Context: an optimization exercise on an open-source flow, tuned for small area, a short achievable clock period and few clock cycles per item. The choices shown serve that exercise and are no tape-out recipe.
At most, simulation tests tie the RTL to the original design; equivalence was not proved.

==> amber <==
## dct8_top
module dct8_top #(
    parameter N         = DCT8_N,
    parameter IN_W      = DCT8_IN_W,
    parameter COEFF_W   = DCT8_COEFF_W,
    parameter OUT_W     = DCT8_OUT_W,
    parameter FRAC_BITS = DCT8_FRAC_BITS
)(
    input  wire                    clk,
    input  wire                    rst_n,
    input  wire                    din_valid,
    input  wire signed [IN_W-1:0]  din,
    output wire                    din_ready,
    output wire                    dout_valid,
    output wire signed [OUT_W-1:0] dout,
    input  wire                    dout_ready
);
clock: 14.0 ns
lec_check: 0
cap_margin: 20
core_margin: 2
core_utilization: 30
cts_cluster_diameter: 130
cts_cluster_size: 28
slew_margin: 20
synth_hierarchical: 1
standard.sh (not shown) runs the stock make flow with config.mk's settings and CLKGATE_MAP_FILE= SYNTH_SCRIPT=/design/flow/synth_recipe.tcl, a recipe that flattens the netlist after the stock synthesis.
==> flow/flow/run.sh <==
#!/bin/bash
set -euo pipefail
export SETUP_SLACK_MARGIN=9.95
PLATFORM_DONT_USE="$(make -s -C "$FLOW_HOME" DESIGN_CONFIG="$PWD/config.mk" WORK_HOME="$PWD/print_tmp" print-DONT_USE_CELLS | sed -n 's/^DONT_USE_CELLS: *//p')"
EXTRA="sky130_fd_sc_hd__clkdlybuf4s15_1 sky130_fd_sc_hd__clkdlybuf4s15_2 sky130_fd_sc_hd__clkdlybuf4s18_1 sky130_fd_sc_hd__clkdlybuf4s18_2 sky130_fd_sc_hd__clkdlybuf4s25_1 sky130_fd_sc_hd__clkdlybuf4s25_2 sky130_fd_sc_hd__clkdlybuf4s50_1 sky130_fd_sc_hd__clkdlybuf4s50_2 sky130_fd_sc_hd__dlygate4sd1_1 sky130_fd_sc_hd__dlygate4sd2_1 sky130_fd_sc_hd__dlygate4sd3_1 sky130_fd_sc_hd__dlymetal6s2s_1 sky130_fd_sc_hd__dlymetal6s4s_1 sky130_fd_sc_hd__dlymetal6s6s_1"
echo "DONT_USE_CELLS=$PLATFORM_DONT_USE $EXTRA" > dont_use.log
bash standard.sh "DONT_USE_CELLS=$PLATFORM_DONT_USE $EXTRA" finish > standard.log 2>&1
==> juniper: changes against amber <==
--- a/flow/design.v
+++ b/flow/design.v
@@ -33,28 +33,29 @@
     reg        pend;         
     reg  [1:0] pi;           
     reg        o_v;          
     reg  [2:0] o_k;          
     reg        p1v, p2v;     
-    reg        qv0, qv1, qv2, qv3;   
+    reg  [2:0] cnt;          
+    reg        dv;           
     reg  [15:0] xin;
     reg  [17:0] r0, r1, r2, r3;        
     reg  [16:0] wd1, wd2, wd3;         
     reg  [16:0] od0, od1, od2, od3;    
     reg  [17:0] oa0, oa1, ob0, ob1;
     reg  [17:0] q0, q1, q2, q3;        
-    reg        dr;           
-    wire issue  = o_v & ~qv3 & ~(qv2 & (p1v | p2v)) & ~(qv1 & p1v & p2v);
+    reg        dnr;          
+    wire issue  = o_v & ((cnt + {2'b0, p1v} + {2'b0, p2v}) <= 3'd3);
     wire o_free = ~o_v | ((o_k == 3'd7) & issue);
     wire last   = pend & (pi == 2'd0);
     wire o_load = last & o_free;
     wire pdo    = pend & (~last | o_free);    
-    assign din_ready  = dr;
-    assign dout_valid = qv0;
+    assign din_ready  = ~dnr;
+    assign dout_valid = dv;
     assign dout       = q0;
     wire acc_in = din_valid & din_ready;
-    wire pop    = qv0 & dout_ready;
+    wire pop    = dv & dout_ready;
     wire        push = acc_in & ~in_cnt[2];
     wire [17:0] dinw = {{2{din[15]}}, din};
     wire [16:0] xp   = r0[16:0];
     wire [16:0] xinx = {xin[15], xin};
     wire [16:0] pd   = xp - xinx;
@@ -90,43 +91,49 @@
         if (o_load) begin
             od0 <= pd;  od1 <= wd1; od2 <= wd2; od3 <= wd3;
             oa0 <= ea;  oa1 <= r2;  ob0 <= eb;  ob1 <= r3;
         end
     end
-    wire [17:0] d0x = {od0[16], od0}, d1x = {od1[16], od1};
-    wire [17:0] d2x = {od2[16], od2}, d3x = {od3[16], od3};
-    wire [18:0] b0d = {ob0, 1'b0},    b1d = {ob1, 1'b0};
     reg  [17:0] la0;
     reg  [17:0] la1;
     reg  [18:0] la2;
     reg  [17:0] la3;
     always @(*) begin
-        case (o_k)
-            3'd1: begin la0 = d0x;  la1 = d1x;  la2 = {d2x[17], d2x};   la3 = d3x;  end
-            3'd3: begin la0 = ~d2x; la1 = d0x;  la2 = ~{d3x[17], d3x};  la3 = ~d1x; end
-            3'd5: begin la0 = ~d1x; la1 = d3x;  la2 = {d0x[17], d0x};   la3 = d2x;  end
-            3'd7: begin la0 = ~d3x; la1 = d2x;  la2 = ~{d1x[17], d1x};  la3 = d0x;  end
-            3'd0: begin la0 = oa0;  la1 = oa1;  la2 = 19'd0;            la3 = oa0;  end
-            3'd4: begin la0 = oa0;  la1 = ~oa1; la2 = 19'd0;            la3 = oa0;  end
-            3'd2: begin la0 = ob1;  la1 = ~ob1; la2 = b0d;              la3 = ~ob0; end
-            default: begin la0 = ob0; la1 = ~ob0; la2 = ~b1d;           la3 = ob1;  end
-        endcase
+        la0 = 18'd0; la1 = 18'd0; la2 = 19'd0; la3 = 18'd0;
+        if (o_k[0]) begin
+            case (o_k[2:1])
+                2'd0: begin la0 = {od0[16], od0}; la1 = {od1[16], od1}; la2 = {{2{od2[16]}}, od2}; la3 = {od3[16], od3}; end
+                2'd1: begin la0 = {od2[16], od2}; la1 = {od0[16], od0}; la2 = {{2{od3[16]}}, od3}; la3 = {od1[16], od1}; end
+                2'd2: begin la0 = {od1[16], od1}; la1 = {od3[16], od3}; la2 = {{2{od0[16]}}, od0}; la3 = {od2[16], od2}; end
+                default: begin la0 = {od3[16], od3}; la1 = {od2[16], od2}; la2 = {{2{od1[16]}}, od1}; la3 = {od0[16], od0}; end
+            endcase
+        end else if (!o_k[1]) begin
+            la0 = oa0; la1 = oa1; la3 = oa0;
+        end else if (!o_k[2]) begin
+            la0 = ob1; la1 = ob1; la2 = {ob0, 1'b0}; la3 = ob0;
+        end else begin
+            la0 = ob0; la1 = ob0; la2 = {ob1, 1'b0}; la3 = ob1;
+        end
     end
+    wire an0 = (o_k == 3'd3) | (o_k == 3'd5) | (o_k == 3'd7);
+    wire an1 = (o_k == 3'd2) | (o_k == 3'd6) | (o_k == 3'd4);
+    wire an2 = (o_k == 3'd3) | (o_k == 3'd7) | (o_k == 3'd6);
+    wire an3 = (o_k == 3'd3) | (o_k == 3'd2);
     reg  [2:0]  p1k;
     reg         e04, e26;
     reg  [17:0] lx0;
     reg  [17:0] lx1;
     reg  [18:0] lx2;
     reg  [17:0] lx3;
     always @(posedge clk) begin
         p1k <= o_k;
         e04 <= ~o_k[0] & ~o_k[1];
         e26 <= ~o_k[0] &  o_k[1];
-        lx0 <= la0;
-        lx1 <= la1;
-        lx2 <= la2;
-        lx3 <= la3;
+        lx0 <= la0 ^ {18{an0}};
+        lx1 <= la1 ^ {18{an1}};
+        lx2 <= la2 ^ {19{an2}};
+        lx3 <= la3 ^ {18{an3}};
     end
     reg  [32:0] kcv;
     always @(*) begin
         case (p1k)
             3'd0: kcv = 33'd7574928847;
@@ -1101,46 +1108,45 @@
         dct8_fa u_c (.a(r2a[gi]), .b(r2b[gi]), .c(r2c[gi]), .s(cs_s[gi]), .co(cs_c[gi]));
         dct8_fa u_d (.a(cs_s[gi]), .b(cs_cx[gi]), .c(r2d[gi]), .s(ct_s[gi]), .co(ct_c[gi]));
     end endgenerate
     wire [32:0] acc = ct_s + {ct_c[31:0], 1'b0};
     wire [17:0] res = acc[32:15];
-    wire q_up   = p2v & ~pop;
-    wire q_down = pop & ~p2v;
-    wire qv0_n  = q_up | (q_down ? qv1 : qv0);
-    wire qv1_n  = q_up ? qv0 : (q_down ? qv2 : qv1);
-    wire qv2_n  = q_up ? qv1 : (q_down ? qv3 : qv2);
-    wire qv3_n  = q_up ? qv2 : (~q_down & qv3);
-    wire w0 = pop ? (qv0 & ~qv1) : ~qv0;
-    wire w1 = pop ? (qv1 & ~qv2) : (qv0 & ~qv1);
-    wire w2 = pop ? (qv2 & ~qv3) : (qv1 & ~qv2);
-    wire w3 = pop ? qv3 : (qv2 & ~qv3);
+    wire [2:0] cnt_p = cnt - {2'b0, pop};
+    wire [2:0] cnt_n = cnt_p + {2'b0, p2v};
     wire       pend_n  = (acc_in & in_cnt[2]) | (pend & ~pdo);
     wire [1:0] pi_n    = (acc_in & in_cnt[2]) ? ~in_cnt[1:0] : pi;
     wire       o_v_n   = o_load | (o_v & ~(issue & (o_k == 3'd7)));
     wire [2:0] o_k_n   = o_load ? 3'd0 : (issue ? o_k + 3'd1 : o_k);
-    wire       issue_n = o_v_n & ~qv3_n & ~(qv2_n & (issue | p1v)) & ~(qv1_n & issue & p1v);
+    wire       issue_n = o_v_n & ((cnt_n + {2'b0, issue} + {2'b0, p1v}) <= 3'd3);
     wire       dr_n    = ~(pend_n & (pi_n == 2'd0)) | ~o_v_n | ((o_k_n == 3'd7) & issue_n);
     always @(posedge clk) begin
-        if (p2v & w0) q0 <= res; else if (pop) q0 <= q1;
-        if (p2v & w1) q1 <= res; else if (pop) q1 <= q2;
-        if (p2v & w2) q2 <= res; else if (pop) q2 <= q3;
-        if (p2v & w3) q3 <= res;
+        if (pop) begin
+            q0 <= q1;
+            q1 <= q2;
+            q2 <= q3;
+        end
+        if (p2v) begin
+            case (cnt_p[1:0])
+                2'd0: q0 <= res;
+                2'd1: q1 <= res;
+                2'd2: q2 <= res;
+                default: q3 <= res;
+            endcase
+        end
     end
     always @(posedge clk or negedge rst_n) begin
         if (!rst_n) begin
             in_cnt <= 3'd0;
             pend   <= 1'b0;
             pi     <= 2'd0;
             o_v    <= 1'b0;
             o_k    <= 3'd0;
             p1v    <= 1'b0;
             p2v    <= 1'b0;
-            qv0    <= 1'b0;
-            qv1    <= 1'b0;
-            qv2    <= 1'b0;
-            qv3    <= 1'b0;
-            dr     <= 1'b0;
+            cnt    <= 3'd0;
+            dv     <= 1'b0;
+            dnr    <= 1'b0;
         end else begin
             if (acc_in) in_cnt <= in_cnt + 3'd1;
             if (acc_in & in_cnt[2]) begin
                 pend <= 1'b1;
                 pi   <= ~in_cnt[1:0];
@@ -1154,13 +1160,11 @@
                 o_k <= o_k + 3'd1;
                 if (o_k == 3'd7) o_v <= 1'b0;
             end
             p1v <= issue;
             p2v <= p1v;
-            qv0 <= qv0_n;
-            qv1 <= qv1_n;
-            qv2 <= qv2_n;
-            qv3 <= qv3_n;
-            dr  <= dr_n;
+            cnt <= cnt_n;
+            dv  <= (cnt_n != 3'd0);
+            dnr <= ~dr_n;
         end
     end
 endmodule
==> flow/flow/run.sh (replaced) <==
#!/bin/bash
set -euo pipefail
export SETUP_SLACK_MARGIN=10.1
PLATFORM_DONT_USE="$(make -s -C "$FLOW_HOME" DESIGN_CONFIG="$PWD/config.mk" WORK_HOME="$PWD/print_tmp" print-DONT_USE_CELLS | sed -n 's/^DONT_USE_CELLS: *//p')"
EXTRA="sky130_fd_sc_hd__clkdlybuf4s15_1 sky130_fd_sc_hd__clkdlybuf4s15_2 sky130_fd_sc_hd__clkdlybuf4s18_1 sky130_fd_sc_hd__clkdlybuf4s18_2 sky130_fd_sc_hd__clkdlybuf4s25_1 sky130_fd_sc_hd__clkdlybuf4s25_2 sky130_fd_sc_hd__clkdlybuf4s50_1 sky130_fd_sc_hd__clkdlybuf4s50_2 sky130_fd_sc_hd__dlygate4sd1_1 sky130_fd_sc_hd__dlygate4sd2_1 sky130_fd_sc_hd__dlygate4sd3_1 sky130_fd_sc_hd__dlymetal6s2s_1 sky130_fd_sc_hd__dlymetal6s4s_1 sky130_fd_sc_hd__dlymetal6s6s_1"
echo "DONT_USE_CELLS=$PLATFORM_DONT_USE $EXTRA" > dont_use.log
bash standard.sh "DONT_USE_CELLS=$PLATFORM_DONT_USE $EXTRA" finish > standard.log 2>&1
- CORE_UTILIZATION: 30 -> 40
- CTS_CLUSTER_DIAMETER: 130 -> unset
- CTS_CLUSTER_SIZE: 28 -> unset
==> sierra: changes against amber <==
--- a/flow/design.v
+++ b/flow/design.v
@@ -40,17 +40,17 @@
     reg  [17:0] r0, r1, r2, r3;        
     reg  [16:0] wd1, wd2, wd3;         
     reg  [16:0] od0, od1, od2, od3;    
     reg  [17:0] oa0, oa1, ob0, ob1;
     reg  [17:0] q0, q1, q2, q3;        
-    reg        dr;           
+    reg        dnr;          
     wire issue  = o_v & ~qv3 & ~(qv2 & (p1v | p2v)) & ~(qv1 & p1v & p2v);
     wire o_free = ~o_v | ((o_k == 3'd7) & issue);
     wire last   = pend & (pi == 2'd0);
     wire o_load = last & o_free;
     wire pdo    = pend & (~last | o_free);    
-    assign din_ready  = dr;
+    assign din_ready  = ~dnr;
     assign dout_valid = qv0;
     assign dout       = q0;
     wire acc_in = din_valid & din_ready;
     wire pop    = qv0 & dout_ready;
     wire        push = acc_in & ~in_cnt[2];
@@ -1136,11 +1136,11 @@
             p2v    <= 1'b0;
             qv0    <= 1'b0;
             qv1    <= 1'b0;
             qv2    <= 1'b0;
             qv3    <= 1'b0;
-            dr     <= 1'b0;
+            dnr    <= 1'b0;
         end else begin
             if (acc_in) in_cnt <= in_cnt + 3'd1;
             if (acc_in & in_cnt[2]) begin
                 pend <= 1'b1;
                 pi   <= ~in_cnt[1:0];
@@ -1158,9 +1158,9 @@
             p2v <= p1v;
             qv0 <= qv0_n;
             qv1 <= qv1_n;
             qv2 <= qv2_n;
             qv3 <= qv3_n;
-            dr  <= dr_n;
+            dnr <= ~dr_n;
         end
     end
 endmodule
==> flow/flow/run.sh (replaced) <==
#!/bin/bash
set -euo pipefail
export SETUP_SLACK_MARGIN=10.0
PLATFORM_DONT_USE="$(make -s -C "$FLOW_HOME" DESIGN_CONFIG="$PWD/config.mk" WORK_HOME="$PWD/print_tmp" print-DONT_USE_CELLS | sed -n 's/^DONT_USE_CELLS: *//p')"
EXTRA="sky130_fd_sc_hd__clkdlybuf4s15_1 sky130_fd_sc_hd__clkdlybuf4s15_2 sky130_fd_sc_hd__clkdlybuf4s18_1 sky130_fd_sc_hd__clkdlybuf4s18_2 sky130_fd_sc_hd__clkdlybuf4s25_1 sky130_fd_sc_hd__clkdlybuf4s25_2 sky130_fd_sc_hd__clkdlybuf4s50_1 sky130_fd_sc_hd__clkdlybuf4s50_2 sky130_fd_sc_hd__dlygate4sd1_1 sky130_fd_sc_hd__dlygate4sd2_1 sky130_fd_sc_hd__dlygate4sd3_1 sky130_fd_sc_hd__dlymetal6s2s_1 sky130_fd_sc_hd__dlymetal6s4s_1 sky130_fd_sc_hd__dlymetal6s6s_1"
echo "DONT_USE_CELLS=$PLATFORM_DONT_USE $EXTRA" > dont_use.log
bash standard.sh "DONT_USE_CELLS=$PLATFORM_DONT_USE $EXTRA" finish > standard.log 2>&1
- CTS_CLUSTER_DIAMETER: 130 -> 120
- CTS_CLUSTER_SIZE: 28 -> 24
==> yarrow: changes against amber <==
--- a/flow/design.v
+++ b/flow/design.v
@@ -40,17 +40,17 @@
     reg  [17:0] r0, r1, r2, r3;        
     reg  [16:0] wd1, wd2, wd3;         
     reg  [16:0] od0, od1, od2, od3;    
     reg  [17:0] oa0, oa1, ob0, ob1;
     reg  [17:0] q0, q1, q2, q3;        
-    reg        dr;           
+    reg        dnr;          
     wire issue  = o_v & ~qv3 & ~(qv2 & (p1v | p2v)) & ~(qv1 & p1v & p2v);
     wire o_free = ~o_v | ((o_k == 3'd7) & issue);
     wire last   = pend & (pi == 2'd0);
     wire o_load = last & o_free;
     wire pdo    = pend & (~last | o_free);    
-    assign din_ready  = dr;
+    assign din_ready  = ~dnr;
     assign dout_valid = qv0;
     assign dout       = q0;
     wire acc_in = din_valid & din_ready;
     wire pop    = qv0 & dout_ready;
     wire        push = acc_in & ~in_cnt[2];
@@ -1136,11 +1136,11 @@
             p2v    <= 1'b0;
             qv0    <= 1'b0;
             qv1    <= 1'b0;
             qv2    <= 1'b0;
             qv3    <= 1'b0;
-            dr     <= 1'b0;
+            dnr    <= 1'b0;
         end else begin
             if (acc_in) in_cnt <= in_cnt + 3'd1;
             if (acc_in & in_cnt[2]) begin
                 pend <= 1'b1;
                 pi   <= ~in_cnt[1:0];
@@ -1158,9 +1158,9 @@
             p2v <= p1v;
             qv0 <= qv0_n;
             qv1 <= qv1_n;
             qv2 <= qv2_n;
             qv3 <= qv3_n;
-            dr  <= dr_n;
+            dnr <= ~dr_n;
         end
     end
 endmodule
==> flow/flow/run.sh (replaced) <==
#!/bin/bash
set -euo pipefail
export SETUP_SLACK_MARGIN=10.1
PLATFORM_DONT_USE="$(make -s -C "$FLOW_HOME" DESIGN_CONFIG="$PWD/config.mk" WORK_HOME="$PWD/print_tmp" print-DONT_USE_CELLS | sed -n 's/^DONT_USE_CELLS: *//p')"
EXTRA="sky130_fd_sc_hd__clkdlybuf4s15_1 sky130_fd_sc_hd__clkdlybuf4s15_2 sky130_fd_sc_hd__clkdlybuf4s18_1 sky130_fd_sc_hd__clkdlybuf4s18_2 sky130_fd_sc_hd__clkdlybuf4s25_1 sky130_fd_sc_hd__clkdlybuf4s25_2 sky130_fd_sc_hd__clkdlybuf4s50_1 sky130_fd_sc_hd__clkdlybuf4s50_2 sky130_fd_sc_hd__dlygate4sd1_1 sky130_fd_sc_hd__dlygate4sd2_1 sky130_fd_sc_hd__dlygate4sd3_1 sky130_fd_sc_hd__dlymetal6s2s_1 sky130_fd_sc_hd__dlymetal6s4s_1 sky130_fd_sc_hd__dlymetal6s6s_1"
echo "DONT_USE_CELLS=$PLATFORM_DONT_USE $EXTRA" > dont_use.log
bash standard.sh "DONT_USE_CELLS=$PLATFORM_DONT_USE $EXTRA" finish > standard.log 2>&1
- CORE_UTILIZATION: 30 -> 40
- CTS_CLUSTER_DIAMETER: 130 -> unset
- CTS_CLUSTER_SIZE: 28 -> unset
==> flow_summary_export.csv <==
group,metric,value,unit
grt,first_global_vias,25100,
finish,seq_share,37.3,%
placed_design,dp.cells,4301,
placed_design,placement.cell_area,0.0387,mm²
status,status,"complete, no violations",
route,firstDrtPassIters,11,
yosys,ys_types,81,
-- figures above: yarrow

==> flow_summary_export.csv <==
group,metric,value,unit
placed_design,placement.cell_area,0.0388,mm²
placed_design,dp.cells,4610,
yosys,ys_types,88,
finish,seq_share,39.1,%
route,firstDrtPassIters,9,
status,status,"complete, no violations",
-- figures above: amber

==> flow_summary_export.csv <==
group,metric,value,unit
status,status,"complete, no violations",
finish,seq_share,35.2,%
placed_design,dp.cells,4322,
yosys,ys_types,73,
-- figures above: juniper

==> flow_summary_export.csv <==
group,metric,value,unit
status,status,"complete, no violations",
placed_design,placement.cell_area,0.0391,mm²
finish,seq_share,38.3,%
route,firstDrtPassIters,9,
yosys,yosys.area.top_type_share,28.3,%
grt,first_global_vias,24500,
placed_design,dp_hpwl,75700,µm
placed_design,dp.cells,4688,
-- figures above: sierra

Testbench counts of amber, summed over its fixed seeds: cycles 6,248, items 768.
Testbench counts of sierra, summed over its fixed seeds: cycles 6,240, items 768.
Testbench counts of yarrow, summed over its fixed seeds: cycles 6,240, items 768.
No functional check of the RTL was part of juniper.

port drivers added, routing unchanged:
How much do the figures lean on ideal ports? The routed layouts below were timed once more, with nothing changed but the port constraints. Step 1: set_driving_cell puts a clkbuf_16 on clk and a buf_2 on each other input, an assumption about the parent block. Step 2 times the ports against the registers' clock, not the clock port: input delays grow and output delays shrink by t, the midpoint of the rising clock arrivals with the driver on. Slacks: no drivers / after step 1 / after step 2; pairs: no drivers / after step 1.
| run | t, ns | setup WS [ns] | worst hold slack (ns) | clock arrival spread, ns | worst data-port slew with drivers (ns) |
|---|---|---|---|---|---|
| amber | 0.684 | 9.978 / 9.917 / 9.360 | 0.344 / 0.344 / 0.344 | 0.036 / 0.036 | 0.05 |
| juniper | 0.666 | 9.936 / 9.952 / 9.286 | 0.341 / 0.341 / 0.341 | 0.040 / 0.040 | 0.06 |
| sierra | 0.719 | 9.947 / 9.870 / 9.494 | 0.336 / 0.336 / 0.336 | 0.080 / 0.080 | 0.05 |
| yarrow | 0.678 | 10.027 / 9.968 / 9.533 | 0.327 / 0.327 / 0.327 | 0.026 / 0.026 | 0.05 |
After both steps every run listed still meets setup and hold. The setup slack of juniper, which loses most, moves by +0.016 ns with the drivers and by -0.650 ns with both steps.
